This design comes from an exercise in tuning for small area and a short achievable clock period on the open sky130 flow, not from production work.
At most, simulation tests tie the RTL to the original design; equivalence was not proved.

==> try-violet <==
==> flow/design.v <==
module valu (
	input	[6:0]	i_sh,		 
	input	[2:0]	i_st,		 
	input	[2:0]	i_ad,		 
	input			i_inv,		 
	input			i_sum,		 
	input			i_lx,		 
	input			i_ly,		 
	input			i_cmp,		 
	input			i_signed,	 
	input			i_shr,		 
	input			i_shl,		 
	input			i_sra,		 
	input	[63:0]	i_a,
	input	[63:0]	i_b,
	output	[63:0]	o_result
);
	wire	[63:0]	a = i_a;
	wire	[63:0]	b = i_b;
	genvar	i, c, k;
	function automatic bnd;
		input integer pos;
		input w8, t16, t32;
		begin
			if (pos % 64 == 0)		bnd = 1'b1;
			else if (pos % 32 == 0)	bnd = t32;
			else if (pos % 16 == 0)	bnd = t16;
			else					bnd = w8;
		end
	endfunction
	wire	[7:0]	lsb8;
	generate for (c = 0; c < 8; c = c + 1) begin : g_lsb
		assign lsb8[c] = bnd(8*c, i_ad[0], i_ad[1], i_ad[2]);
	end endgenerate
	wire	[63:0]	p = a ^ b;
	wire	[63:0]	g = a & b;
	wire	[63:0]	pm, gm;
	generate for (i = 0; i < 64; i = i + 1) begin : g_pg
		if (i % 8 == 0) begin
			assign gm[i] = lsb8[i/8] ? (g[i] | (p[i] & i_inv)) : g[i];
			assign pm[i] = lsb8[i/8] ? 1'b0 : p[i];
		end else begin
			assign gm[i] = g[i];
			assign pm[i] = p[i];
		end
	end endgenerate
	wire	[63:0]	pg [0:6];
	wire	[63:0]	gg [0:6];
	assign	pg[0] = pm;
	assign	gg[0] = gm;
	generate for (k = 0; k < 6; k = k + 1) begin : g_pre
		for (i = 0; i < 64; i = i + 1) begin : g_b
			if ((i >> k) & 1) begin
				assign gg[k+1][i] = gg[k][i] | (pg[k][i] & gg[k][((i >> k) << k) - 1]);
				assign pg[k+1][i] = pg[k][i] & pg[k][((i >> k) << k) - 1];
			end else begin
				assign gg[k+1][i] = gg[k][i];
				assign pg[k+1][i] = pg[k][i];
			end
		end
	end endgenerate
	wire	[63:0]	co = gg[6];
	wire	[63:0]	cin;
	generate for (i = 0; i < 64; i = i + 1) begin : g_cin
		if (i == 0)				assign cin[i] = i_inv;
		else if (i % 8 == 0)	assign cin[i] = lsb8[i/8] ? i_inv : co[i-1];
		else					assign cin[i] = co[i-1];
	end endgenerate
	wire	[63:0]	sum = p ^ cin;
	wire	[7:0]	cmpv;
	generate for (c = 0; c < 8; c = c + 1) begin : g_cmpv
		assign cmpv[c] = (i_signed ? p[8*c+7] : 1'b1) ^ co[8*c+7];
	end endgenerate
	wire	[7:0]	cmpl;
	generate for (c = 0; c < 8; c = c + 1) begin : g_cmpl
		assign cmpl[c] = i_ad[0] ? cmpv[c] : i_ad[1] ? cmpv[c | 1] : i_ad[2] ? cmpv[c | 3] : cmpv[7];
	end endgenerate
	wire	[5:0]	sel [0:7];
	generate for (c = 0; c < 8; c = c + 1) begin : g_sel
		for (k = 0; k < 6; k = k + 1) begin : g_k
			assign sel[c][k] =
				(k < 3 ? ((i_sh[0] & b[8*c+k]) | (i_sh[1] & b[8*(7-c)+k])) : 1'b0) |
				(k < 4 ? ((i_sh[2] & b[16*(c/2)+k]) | (i_sh[3] & b[16*((7-c)/2)+k])) : 1'b0) |
				(k < 5 ? ((i_sh[4] & b[32*(c/4)+k]) | (i_sh[5] & b[32*((7-c)/4)+k])) : 1'b0) |
				(i_sh[6] & b[k]);
		end
	end endgenerate
	wire	[7:0]	big, fill;
	generate for (c = 0; c < 8; c = c + 1) begin : g_big
		assign big[c] = i_st[0] ? (|b[8*c+3 +: 5]) :
						i_st[1] ? (|b[16*(c/2)+4 +: 12]) :
						i_st[2] ? (|b[32*(c/4)+5 +: 27]) :
						(i_sh[6] & (|b[63:6]));
		assign fill[c] = i_sra & (i_st[0] ? a[8*c+7] : i_st[1] ? a[16*(c/2)+15] :
								  i_st[2] ? a[32*(c/4)+31] : a[63]);
	end endgenerate
	function integer lvl;
		input integer i, k;
		integer q;
		begin
			lvl = 0;
			for (q = i + 1; q <= i + (1 << k); q = q + 1) begin
				if (q % 64 == 0)							lvl = 4;
				else if (q % 32 == 0 && k < 5 && lvl < 3)	lvl = 3;
				else if (q % 16 == 0 && k < 4 && lvl < 2)	lvl = 2;
				else if (q % 8 == 0 && k < 3 && lvl < 1)	lvl = 1;
			end
		end
	endfunction
	wire	[63:0]	x [0:6];
	assign	x[0] = a;
	generate for (k = 0; k < 6; k = k + 1) begin : g_sh
		for (i = 0; i < 64; i = i + 1) begin : g_b
			wire	src;
			wire	crs;
			if (lvl(i, k) == 4)			assign crs = 1'b1;
			else if (lvl(i, k) == 3)	assign crs = i_st[2];
			else if (lvl(i, k) == 2)	assign crs = i_st[1];
			else if (lvl(i, k) == 1)	assign crs = i_st[0];
			else						assign crs = 1'b0;
			if (i + (1 << k) >= 64)
				assign src = fill[i/8];
			else
				assign src = crs ? fill[i/8] : x[k][i + (1 << k)];
			assign x[k+1][i] = sel[i/8][k] ? src : x[k][i];
		end
	end endgenerate
	wire	[63:0]	shr = x[6];
	generate for (i = 0; i < 64; i = i + 1) begin : g_res
		wire	cmpbit = (i % 8 == 0) ? (lsb8[i/8] & cmpl[i/8]) : 1'b0;
		assign o_result[i] =
			(i_sum & sum[i]) |
			(i_lx & p[i]) |
			(i_ly & g[i]) |
			(i_cmp & cmpbit) |
			(i_shr & ~big[i/8] & shr[i]) |
			(i_shr & big[i/8] & fill[i/8]) |
			(i_shl & ~big[i/8] & shr[63-i]);
	end endgenerate
endmodule
module valu_top #(
	parameter	VLEN	=	64
) (
	input				clk,
	input	[10:0]		i_sew,
	input	[5:0]		i_ctrl,
	input	[VLEN-1:0]	i_dataa,
	input	[VLEN-1:0]	i_datab,
	output	[VLEN-1:0]	o_result
);
	wire	[63:0]	a, b;
	wire	[6:0]	sh;
	wire	[2:0]	st;
	wire	[2:0]	ad;
	wire			inv, sum, lx, ly, cmp, signd, shr, shl, sra;
	valu_dec dec (
		.i_sew		(i_sew),
		.i_ctrl		(i_ctrl),
		.i_dataa	(i_dataa),
		.i_datab	(i_datab),
		.o_a		(a),
		.o_b		(b),
		.o_sh		(sh),
		.o_st		(st),
		.o_ad		(ad),
		.o_inv		(inv),
		.o_sum		(sum),
		.o_lx		(lx),
		.o_ly		(ly),
		.o_cmp		(cmp),
		.o_signed	(signd),
		.o_shr		(shr),
		.o_shl		(shl),
		.o_sra		(sra)
	);
	reg		[63:0]	r_a, r_b;
	reg		[6:0]	r_sh;
	reg		[2:0]	r_st;
	reg		[2:0]	r_ad;
	reg				r_inv, r_sum, r_lx, r_ly, r_cmp, r_signed, r_shr, r_shl, r_sra;
	reg		[63:0]	r_result;
	wire	[63:0]	w_result;
	always @(posedge clk) begin
		r_a			<=	a;
		r_b			<=	b;
		r_sh		<=	sh;
		r_st		<=	st;
		r_ad		<=	ad;
		r_inv		<=	inv;
		r_sum		<=	sum;
		r_lx		<=	lx;
		r_ly		<=	ly;
		r_cmp		<=	cmp;
		r_signed	<=	signd;
		r_shr		<=	shr;
		r_shl		<=	shl;
		r_sra		<=	sra;
		r_result	<=	w_result;
	end
	valu valu (
		.i_sh		(r_sh),
		.i_st		(r_st),
		.i_ad		(r_ad),
		.i_inv		(r_inv),
		.i_sum		(r_sum),
		.i_lx		(r_lx),
		.i_ly		(r_ly),
		.i_cmp		(r_cmp),
		.i_signed	(r_signed),
		.i_shr		(r_shr),
		.i_shl		(r_shl),
		.i_sra		(r_sra),
		.i_a		(r_a),
		.i_b		(r_b),
		.o_result	(w_result)
	);
	assign	o_result	=	r_result;
endmodule
module valu_dec (
	input	[10:0]	i_sew,
	input	[5:0]	i_ctrl,
	input	[63:0]	i_dataa,
	input	[63:0]	i_datab,
	output	[63:0]	o_a,
	output	[63:0]	o_b,
	output	[6:0]	o_sh,		 
	output	[2:0]	o_st,		 
	output	[2:0]	o_ad,		 
	output			o_inv,		 
	output			o_sum,		 
	output			o_lx,		 
	output			o_ly,		 
	output			o_cmp,		 
	output			o_signed,	 
	output			o_shr,		 
	output			o_shl,		 
	output			o_sra		 
);
	localparam	VAND	=	6'b000100,
				VOR		=	6'b000101,
				VXOR	=	6'b000110,
				VADD	=	6'b000000,
				VSUB	=	6'b000001,
				VSLT	=	6'b000010,
				VSLTU	=	6'b000011,
				VSLL	=	6'b011000,
				VSRL	=	6'b011001,
				VSRA	=	6'b011010;
	wire	w8	=	(i_sew == 11'h008);
	wire	w16	=	(i_sew == 11'h010);
	wire	w32	=	(i_sew == 11'h020);
	wire	w64	=	(i_sew == 11'h040);
	wire	wok	=	w8 | w16 | w32 | w64;
	wire	c_and	=	(i_ctrl == VAND);
	wire	c_or	=	(i_ctrl == VOR);
	wire	c_xor	=	(i_ctrl == VXOR);
	wire	c_add	=	(i_ctrl == VADD);
	wire	c_sub	=	(i_ctrl == VSUB);
	wire	c_slt	=	(i_ctrl == VSLT);
	wire	c_sltu	=	(i_ctrl == VSLTU);
	wire	c_sll	=	(i_ctrl == VSLL);
	wire	c_srl	=	(i_ctrl == VSRL);
	wire	c_sra	=	(i_ctrl == VSRA);
	wire	c_inv	=	c_sub | c_slt | c_sltu;
	wire	c_any	=	c_and | c_or | c_xor | c_add | c_inv | c_sll | c_srl | c_sra;
	wire	d_arith	=	wok & (c_add | c_inv);
	wire	d_shift	=	wok & (c_sll | c_srl | c_sra);
	wire	d_pass	=	~(wok & c_any);
	genvar	i;
	generate for (i = 0; i < 64; i = i + 1) begin : g_a
		assign o_a[i] = c_sll ? i_dataa[63-i] : i_dataa[i];
	end endgenerate
	assign	o_b			=	i_datab ^ {64{c_inv}};
	assign	o_sh[0]		=	d_shift & w8 & ~c_sll;
	assign	o_sh[1]		=	d_shift & w8 & c_sll;
	assign	o_sh[2]		=	d_shift & w16 & ~c_sll;
	assign	o_sh[3]		=	d_shift & w16 & c_sll;
	assign	o_sh[4]		=	d_shift & w32 & ~c_sll;
	assign	o_sh[5]		=	d_shift & w32 & c_sll;
	assign	o_sh[6]		=	d_shift & w64;
	assign	o_st		=	{d_shift & (w8 | w16 | w32), d_shift & (w8 | w16), d_shift & w8};
	assign	o_ad		=	{d_arith & (w8 | w16 | w32), d_arith & (w8 | w16), d_arith & w8};
	assign	o_inv		=	wok & c_inv;
	assign	o_sum		=	wok & (c_add | c_sub);
	assign	o_lx		=	wok & (c_xor | c_or);
	assign	o_ly		=	wok & (c_and | c_or);
	assign	o_cmp		=	wok & (c_slt | c_sltu);
	assign	o_signed	=	c_slt;
	assign	o_shr		=	(wok & (c_srl | c_sra)) | (d_pass & ~c_sll);
	assign	o_shl		=	c_sll;
	assign	o_sra		=	wok & c_sra;
endmodule
==> flow/flow/run.sh <==
#!/bin/bash
set -euo pipefail
cd "$(dirname "$0")/.."
bash standard.sh SETUP_SLACK_MARGIN=6 \
	"BUFFER_PORTS_ARGS=-buffer_cell sky130_fd_sc_hd__buf_2" \
	finish > standard.log 2>&1
==> flow/standard.sh <==
#!/bin/bash
# synth_recipe.tcl (not shown) runs the flow's synth.tcl, then flattens the netlist and writes it again
# the make line also repeats each setting of config.mk as NAME=value (left out here)
make -C /OpenROAD-flow-scripts/flow DESIGN_CONFIG=/design/flow/config.mk WORK_HOME=/design/flow/orfs CLKGATE_MAP_FILE= SYNTH_SCRIPT=/design/flow/synth_recipe.tcl "${@:-finish}"
==> flow/config.mk <==
export PLATFORM = sky130hd
export DESIGN_NAME = valu_top
export DESIGN_NICKNAME = valu_top
export VERILOG_FILES = /design/flow/design.v
export SDC_FILE = /design/flow/constraint.sdc
export NUM_CORES = 8
export LEC_CHECK = 0
export ABC_AREA = 1
export CAP_MARGIN = 40
export CORE_MARGIN = 2
export CORE_UTILIZATION = 40
export PLACE_DENSITY = 0.5
export SLEW_MARGIN = 40
export SYNTH_HIERARCHICAL = 1
==> flow/constraint.sdc <==
create_clock -name core_clock -period 9.0 [get_ports {clk}]
set_input_delay 1.8000 -clock core_clock [delete_from_list [all_inputs] [get_ports {clk}]]
set_output_delay 1.8000 -clock core_clock [all_outputs]
set_load 0.01 [all_outputs]
==> try-juniper (differences from try-violet) <==
--- a/flow/design.v
+++ b/flow/design.v
@@ -1,3 +1,2 @@
 module valu (
-	input	[6:0]	i_sh,		 
 	input	[2:0]	i_st,		 
@@ -12,3 +11,2 @@
 	input			i_shl,		 
-	input			i_sra,		 
 	input	[63:0]	i_a,
@@ -78,19 +76,13 @@
 	wire	[5:0]	sel [0:7];
+	wire	[7:0]	pbig, fill, big;
 	generate for (c = 0; c < 8; c = c + 1) begin : g_sel
-		for (k = 0; k < 6; k = k + 1) begin : g_k
-			assign sel[c][k] =
-				(k < 3 ? ((i_sh[0] & b[8*c+k]) | (i_sh[1] & b[8*(7-c)+k])) : 1'b0) |
-				(k < 4 ? ((i_sh[2] & b[16*(c/2)+k]) | (i_sh[3] & b[16*((7-c)/2)+k])) : 1'b0) |
-				(k < 5 ? ((i_sh[4] & b[32*(c/4)+k]) | (i_sh[5] & b[32*((7-c)/4)+k])) : 1'b0) |
-				(i_sh[6] & b[k]);
-		end
-	end endgenerate
-	wire	[7:0]	big, fill;
-	generate for (c = 0; c < 8; c = c + 1) begin : g_big
-		assign big[c] = i_st[0] ? (|b[8*c+3 +: 5]) :
-						i_st[1] ? (|b[16*(c/2)+4 +: 12]) :
-						i_st[2] ? (|b[32*(c/4)+5 +: 27]) :
-						(i_sh[6] & (|b[63:6]));
-		assign fill[c] = i_sra & (i_st[0] ? a[8*c+7] : i_st[1] ? a[16*(c/2)+15] :
-								  i_st[2] ? a[32*(c/4)+31] : a[63]);
+		assign sel[c] = b[8*c +: 6];
+		assign pbig[c] = b[8*c+6];
+		assign fill[c] = b[8*c+7];
+	end
+	for (c = 0; c < 8; c = c + 1) begin : g_big
+		assign big[c] = pbig[c] |
+						(~i_st[0] & pbig[c ^ 1]) |
+						(~i_st[1] & (pbig[c ^ 2] | pbig[c ^ 3])) |
+						(~i_st[2] & (pbig[c ^ 4] | pbig[c ^ 5] | pbig[c ^ 6] | pbig[c ^ 7]));
 	end endgenerate
@@ -151,6 +143,5 @@
 	wire	[63:0]	a, b;
-	wire	[6:0]	sh;
 	wire	[2:0]	st;
 	wire	[2:0]	ad;
-	wire			inv, sum, lx, ly, cmp, signd, shr, shl, sra;
+	wire			inv, sum, lx, ly, cmp, signd, shr, shl;
 	valu_dec dec (
@@ -162,3 +153,2 @@
 		.o_b		(b),
-		.o_sh		(sh),
 		.o_st		(st),
@@ -172,10 +162,8 @@
 		.o_shr		(shr),
-		.o_shl		(shl),
-		.o_sra		(sra)
+		.o_shl		(shl)
 	);
 	reg		[63:0]	r_a, r_b;
-	reg		[6:0]	r_sh;
 	reg		[2:0]	r_st;
 	reg		[2:0]	r_ad;
-	reg				r_inv, r_sum, r_lx, r_ly, r_cmp, r_signed, r_shr, r_shl, r_sra;
+	reg				r_inv, r_sum, r_lx, r_ly, r_cmp, r_signed, r_shr, r_shl;
 	reg		[63:0]	r_result;
@@ -185,3 +173,2 @@
 		r_b			<=	b;
-		r_sh		<=	sh;
 		r_st		<=	st;
@@ -196,3 +183,2 @@
 		r_shl		<=	shl;
-		r_sra		<=	sra;
 		r_result	<=	w_result;
@@ -200,3 +186,2 @@
 	valu valu (
-		.i_sh		(r_sh),
 		.i_st		(r_st),
@@ -211,3 +196,2 @@
 		.i_shl		(r_shl),
-		.i_sra		(r_sra),
 		.i_a		(r_a),
@@ -225,3 +209,2 @@
 	output	[63:0]	o_b,
-	output	[6:0]	o_sh,		 
 	output	[2:0]	o_st,		 
@@ -235,4 +218,3 @@
 	output			o_shr,		 
-	output			o_shl,		 
-	output			o_sra		 
+	output			o_shl		 
 );
@@ -268,14 +250,41 @@
 	wire	d_pass	=	~(wok & c_any);
-	genvar	i;
-	generate for (i = 0; i < 64; i = i + 1) begin : g_a
-		assign o_a[i] = c_sll ? i_dataa[63-i] : i_dataa[i];
-	end endgenerate
-	assign	o_b			=	i_datab ^ {64{c_inv}};
-	assign	o_sh[0]		=	d_shift & w8 & ~c_sll;
-	assign	o_sh[1]		=	d_shift & w8 & c_sll;
-	assign	o_sh[2]		=	d_shift & w16 & ~c_sll;
-	assign	o_sh[3]		=	d_shift & w16 & c_sll;
-	assign	o_sh[4]		=	d_shift & w32 & ~c_sll;
-	assign	o_sh[5]		=	d_shift & w32 & c_sll;
-	assign	o_sh[6]		=	d_shift & w64;
+	wire	d_ab	=	wok & (c_add | c_inv | c_and | c_or | c_xor);
+	wire	[63:0]	a	=	i_dataa;
+	wire	[63:0]	b	=	i_datab;
+	wire	p8	=	i_sew[3];
+	wire	p16	=	i_sew[4];
+	wire	p32	=	i_sew[5];
+	wire	p64	=	i_sew[6];
+	wire	[6:0]	sh	=	{p64,
+							 p32 & c_sll, p32 & ~c_sll,
+							 p16 & c_sll, p16 & ~c_sll,
+							 p8 & c_sll, p8 & ~c_sll};
+	function automatic [7:0] amask;
+		input integer c;
+		input w8, w16, w32;
+		begin
+			if (w8)				amask = 8'h07;
+			else if (w16)		amask = (c % 2 == 0) ? 8'h0f : 8'h00;
+			else if (w32)		amask = (c % 4 == 0) ? 8'h1f : 8'h00;
+			else				amask = (c == 0) ? 8'h3f : 8'h00;
+		end
+	endfunction
+	genvar	i, c, k;
+	wire	[63:0]	shc;
+	generate for (c = 0; c < 8; c = c + 1) begin : g_shc
+		for (k = 0; k < 6; k = k + 1) begin : g_k
+			assign shc[8*c+k] =
+				(k < 3 ? ((sh[0] & b[8*c+k]) | (sh[1] & b[8*(7-c)+k])) : 1'b0) |
+				(k < 4 ? ((sh[2] & b[16*(c/2)+k]) | (sh[3] & b[16*((7-c)/2)+k])) : 1'b0) |
+				(k < 5 ? ((sh[4] & b[32*(c/4)+k]) | (sh[5] & b[32*((7-c)/4)+k])) : 1'b0) |
+				(sh[6] & b[k]);
+		end
+		assign shc[8*c+6] = |(b[8*c +: 8] & ~amask(c, p8, p16, p32));
+		assign shc[8*c+7] = c_sra & ((p8 & a[8*c+7]) | (p16 & a[16*(c/2)+15]) |
+									 (p32 & a[32*(c/4)+31]) | (p64 & a[63]));
+	end endgenerate
+	generate for (i = 0; i < 64; i = i + 1) begin : g_ab
+		assign o_a[i] = c_sll ? a[63-i] : a[i];
+	end endgenerate
+	assign	o_b			=	({64{d_ab}} & (b ^ {64{c_inv}})) | ({64{d_shift}} & shc);
 	assign	o_st		=	{d_shift & (w8 | w16 | w32), d_shift & (w8 | w16), d_shift & w8};
@@ -290,3 +299,2 @@
 	assign	o_shl		=	c_sll;
-	assign	o_sra		=	wok & c_sra;
 endmodule
==> flow/flow/run.sh (replaced) <==
#!/bin/bash
# Layout flow: the standard ORFS flow (standard.sh), with these changes:
#  - synthesis is the standard synthesis script, except that ABC maps the
#    logic with flow/abc_map.script (see flow/synth_wrap.tcl),
#  - the port buffers are buf_2 cells instead of the default delay buffer,
#  - clock tree sinks are clustered by 20 within 80 um (fewer leaf buffers).
# make's output goes to standard.log; each ORFS step logs to orfs/logs/.
set -euo pipefail
cd "$(dirname "$0")/.."
W=$PWD
export FLOW_SYNTH_TCL=$W/synth_recipe.tcl
export ABC_SCRIPT_FILE=$W/flow/abc_map.script
bash standard.sh SYNTH_SCRIPT=$W/flow/synth_wrap.tcl SETUP_SLACK_MARGIN=6 CTS_CLUSTER_SIZE=20 CTS_CLUSTER_DIAMETER=80 \
	"BUFFER_PORTS_ARGS=-buffer_cell sky130_fd_sc_hd__buf_2" \
	finish > standard.log 2>&1
==> flow/flow/abc_map.script (new file) <==
strash
dch
map -B 0.5
topo
stime -c
buffer -c
upsize -c
dnsize -c
stime -c
==> flow/flow/synth_wrap.tcl (new file) <==
# Synthesis = the standard synthesis script (synth_recipe.tcl), with one
# change: ABC maps the logic with the script in ABC_SCRIPT_FILE instead of
# ORFS's abc_area.script. Registers are not touched by ABC.
proc abc {args} {
  set i [lsearch -exact $args -script]
  if { $i >= 0 && [info exists ::env(ABC_SCRIPT_FILE)] } {
    lset args [expr { $i + 1 }] $::env(ABC_SCRIPT_FILE)
  }
  puts "abc (wrapped): $args"
  yosys abc {*}$args
}
source $::env(FLOW_SYNTH_TCL)
==> try-xenon (differences from try-violet) <==
--- a/flow/design.v
+++ b/flow/design.v
@@ -1,3 +1,2 @@
 module valu (
-	input	[6:0]	i_sh,		 
 	input	[2:0]	i_st,		 
@@ -12,3 +11,2 @@
 	input			i_shl,		 
-	input			i_sra,		 
 	input	[63:0]	i_a,
@@ -78,19 +76,13 @@
 	wire	[5:0]	sel [0:7];
+	wire	[7:0]	pbig, fill, big;
 	generate for (c = 0; c < 8; c = c + 1) begin : g_sel
-		for (k = 0; k < 6; k = k + 1) begin : g_k
-			assign sel[c][k] =
-				(k < 3 ? ((i_sh[0] & b[8*c+k]) | (i_sh[1] & b[8*(7-c)+k])) : 1'b0) |
-				(k < 4 ? ((i_sh[2] & b[16*(c/2)+k]) | (i_sh[3] & b[16*((7-c)/2)+k])) : 1'b0) |
-				(k < 5 ? ((i_sh[4] & b[32*(c/4)+k]) | (i_sh[5] & b[32*((7-c)/4)+k])) : 1'b0) |
-				(i_sh[6] & b[k]);
-		end
-	end endgenerate
-	wire	[7:0]	big, fill;
-	generate for (c = 0; c < 8; c = c + 1) begin : g_big
-		assign big[c] = i_st[0] ? (|b[8*c+3 +: 5]) :
-						i_st[1] ? (|b[16*(c/2)+4 +: 12]) :
-						i_st[2] ? (|b[32*(c/4)+5 +: 27]) :
-						(i_sh[6] & (|b[63:6]));
-		assign fill[c] = i_sra & (i_st[0] ? a[8*c+7] : i_st[1] ? a[16*(c/2)+15] :
-								  i_st[2] ? a[32*(c/4)+31] : a[63]);
+		assign sel[c] = b[8*c +: 6];
+		assign pbig[c] = b[8*c+6];
+		assign fill[c] = b[8*c+7];
+	end
+	for (c = 0; c < 8; c = c + 1) begin : g_big
+		assign big[c] = pbig[c] |
+						(~i_st[0] & pbig[c ^ 1]) |
+						(~i_st[1] & (pbig[c ^ 2] | pbig[c ^ 3])) |
+						(~i_st[2] & (pbig[c ^ 4] | pbig[c ^ 5] | pbig[c ^ 6] | pbig[c ^ 7]));
 	end endgenerate
@@ -151,6 +143,5 @@
 	wire	[63:0]	a, b;
-	wire	[6:0]	sh;
 	wire	[2:0]	st;
 	wire	[2:0]	ad;
-	wire			inv, sum, lx, ly, cmp, signd, shr, shl, sra;
+	wire			inv, sum, lx, ly, cmp, signd, shr, shl;
 	valu_dec dec (
@@ -162,3 +153,2 @@
 		.o_b		(b),
-		.o_sh		(sh),
 		.o_st		(st),
@@ -172,10 +162,8 @@
 		.o_shr		(shr),
-		.o_shl		(shl),
-		.o_sra		(sra)
+		.o_shl		(shl)
 	);
 	reg		[63:0]	r_a, r_b;
-	reg		[6:0]	r_sh;
 	reg		[2:0]	r_st;
 	reg		[2:0]	r_ad;
-	reg				r_inv, r_sum, r_lx, r_ly, r_cmp, r_signed, r_shr, r_shl, r_sra;
+	reg				r_inv, r_sum, r_lx, r_ly, r_cmp, r_signed, r_shr, r_shl;
 	reg		[63:0]	r_result;
@@ -185,3 +173,2 @@
 		r_b			<=	b;
-		r_sh		<=	sh;
 		r_st		<=	st;
@@ -196,3 +183,2 @@
 		r_shl		<=	shl;
-		r_sra		<=	sra;
 		r_result	<=	w_result;
@@ -200,3 +186,2 @@
 	valu valu (
-		.i_sh		(r_sh),
 		.i_st		(r_st),
@@ -211,3 +196,2 @@
 		.i_shl		(r_shl),
-		.i_sra		(r_sra),
 		.i_a		(r_a),
@@ -225,3 +209,2 @@
 	output	[63:0]	o_b,
-	output	[6:0]	o_sh,		 
 	output	[2:0]	o_st,		 
@@ -235,4 +218,3 @@
 	output			o_shr,		 
-	output			o_shl,		 
-	output			o_sra		 
+	output			o_shl		 
 );
@@ -268,14 +250,37 @@
 	wire	d_pass	=	~(wok & c_any);
-	genvar	i;
-	generate for (i = 0; i < 64; i = i + 1) begin : g_a
-		assign o_a[i] = c_sll ? i_dataa[63-i] : i_dataa[i];
-	end endgenerate
-	assign	o_b			=	i_datab ^ {64{c_inv}};
-	assign	o_sh[0]		=	d_shift & w8 & ~c_sll;
-	assign	o_sh[1]		=	d_shift & w8 & c_sll;
-	assign	o_sh[2]		=	d_shift & w16 & ~c_sll;
-	assign	o_sh[3]		=	d_shift & w16 & c_sll;
-	assign	o_sh[4]		=	d_shift & w32 & ~c_sll;
-	assign	o_sh[5]		=	d_shift & w32 & c_sll;
-	assign	o_sh[6]		=	d_shift & w64;
+	wire	d_ab	=	wok & (c_add | c_inv | c_and | c_or | c_xor);
+	wire	[6:0]	sh	=	{d_shift & w64,
+							 d_shift & w32 & c_sll, d_shift & w32 & ~c_sll,
+							 d_shift & w16 & c_sll, d_shift & w16 & ~c_sll,
+							 d_shift & w8 & c_sll, d_shift & w8 & ~c_sll};
+	wire	[63:0]	a	=	i_dataa;
+	wire	[63:0]	b	=	i_datab;
+	function automatic [7:0] amask;
+		input integer c;
+		input w8, w16, w32;
+		begin
+			if (w8)				amask = 8'h07;
+			else if (w16)		amask = (c % 2 == 0) ? 8'h0f : 8'h00;
+			else if (w32)		amask = (c % 4 == 0) ? 8'h1f : 8'h00;
+			else				amask = (c == 0) ? 8'h3f : 8'h00;
+		end
+	endfunction
+	genvar	i, c, k;
+	wire	[63:0]	shc;
+	generate for (c = 0; c < 8; c = c + 1) begin : g_shc
+		for (k = 0; k < 6; k = k + 1) begin : g_k
+			assign shc[8*c+k] =
+				(k < 3 ? ((sh[0] & b[8*c+k]) | (sh[1] & b[8*(7-c)+k])) : 1'b0) |
+				(k < 4 ? ((sh[2] & b[16*(c/2)+k]) | (sh[3] & b[16*((7-c)/2)+k])) : 1'b0) |
+				(k < 5 ? ((sh[4] & b[32*(c/4)+k]) | (sh[5] & b[32*((7-c)/4)+k])) : 1'b0) |
+				(sh[6] & b[k]);
+		end
+		assign shc[8*c+6] = d_shift & (|(b[8*c +: 8] & ~amask(c, w8, w16, w32)));
+		assign shc[8*c+7] = wok & c_sra & ((w8 & a[8*c+7]) | (w16 & a[16*(c/2)+15]) |
+										   (w32 & a[32*(c/4)+31]) | (w64 & a[63]));
+	end endgenerate
+	generate for (i = 0; i < 64; i = i + 1) begin : g_ab
+		assign o_a[i] = c_sll ? a[63-i] : a[i];
+	end endgenerate
+	assign	o_b			=	({64{d_ab}} & (b ^ {64{c_inv}})) | shc;
 	assign	o_st		=	{d_shift & (w8 | w16 | w32), d_shift & (w8 | w16), d_shift & w8};
@@ -290,3 +295,2 @@
 	assign	o_shl		=	c_sll;
-	assign	o_sra		=	wok & c_sra;
 endmodule
==> flow/flow/run.sh (replaced) <==
#!/bin/bash
set -euo pipefail
cd "$(dirname "$0")/.."
W=$PWD
export FLOW_SYNTH_TCL=$W/synth_recipe.tcl
export ABC_SCRIPT_FILE=$W/flow/abc_map.script
bash standard.sh SYNTH_SCRIPT=$W/flow/synth_wrap.tcl SETUP_SLACK_MARGIN=6 \
	"BUFFER_PORTS_ARGS=-buffer_cell sky130_fd_sc_hd__buf_2" \
	finish > standard.log 2>&1
==> flow/flow/abc_map.script (new file) <==
strash
dch
map -B 0.5
topo
stime -c
buffer -c
upsize -c
dnsize -c
stime -c
==> flow/flow/synth_wrap.tcl (new file) <==
# Synthesis = the standard synthesis script (synth_recipe.tcl), with one
# change: ABC maps the logic with the script in ABC_SCRIPT_FILE instead of
# ORFS's abc_area.script. Registers are not touched by ABC.
proc abc {args} {
  set i [lsearch -exact $args -script]
  if { $i >= 0 && [info exists ::env(ABC_SCRIPT_FILE)] } {
    lset args [expr { $i + 1 }] $::env(ABC_SCRIPT_FILE)
  }
  puts "abc (wrapped): $args"
  yosys abc {*}$args
}
source $::env(FLOW_SYNTH_TCL)
==> flow_summary.json <==
{
  "cts_resized": 53,
  "p_sw_uw": 718.5,
  "leakage_nw": 9.825,
  "synthCells": 2834,
  "status": "finished clean",
  "powerComb_uw": 391
}
-- figures above: try-xenon

==> flow_summary.json <==
{
  "powerComb_uw": 652,
  "status": "finished clean",
  "path_cells": "inv_2 -> o21ai_1 -> nand3b_4 -> nand2_1 -> o21ai_1 -> nand2_1 -> nand3_1 -> nand3_1 -> nand3_1 -> nand3_1 -> nand3_1 -> nand3_1",
  "leakage_nw": 11.72,
  "p_sw_uw": 967.7,
  "cts_resized": 50,
  "synth_compound_area_frac": 0.1186
}
-- figures above: try-violet

==> flow_summary.json <==
{
  "powerComb_uw": 442,
  "p_sw_uw": 741.5,
  "cts_resized": 56,
  "synthCells": 2887,
  "status": "finished clean",
  "leakage_nw": 9.571,
  "synth_common_cells": "721 x nand2_1, 309 x nand3_1, 274 x o21ai_0"
}
-- figures above: try-juniper

No functional check of the RTL was part of try-juniper.

## re-timing with driven ports
No port has a modelled driver above. Below, the same layouts with a new extraction and two added sets of constraints. Step 1 sets driving cells, clkbuf_16 on the clock port and buf_2 on the other inputs (assumed; they add their load-dependent delay and slew). Step 2 adds t to the input delays and takes it off the output delays; t is the mean of the earliest and latest rising clock arrival at the registers after step 1. Input paths then give back, and output paths get back, about the clock's delay inside the block. a / b / c = ideal / step 1 / step 2; a / b = the first two.
| run | t, ns | setup slack, ns | latest minus earliest clock arrival (ns) | slew at the worst register clock pin (ns) | worst data-port slew with drivers (ns) |
|---|---|---|---|---|---|
| try-violet | 0.613 | 6.000 / 5.994 / 5.563 | 0.032 / 0.033 | 0.08 / 0.08 | 0.07 |
| try-juniper | 0.607 | 5.970 / 5.970 / 5.516 | 0.017 / 0.017 | 0.08 / 0.08 | 0.04 |
| try-xenon | 0.622 | 6.012 / 6.012 / 5.461 | 0.022 / 0.022 | 0.07 / 0.07 | 0.06 |
After both steps setup and hold are still met in every run listed. The setup slack of try-xenon, which loses most, moves by 0.000 ns with the drivers and by -0.551 ns with both steps.
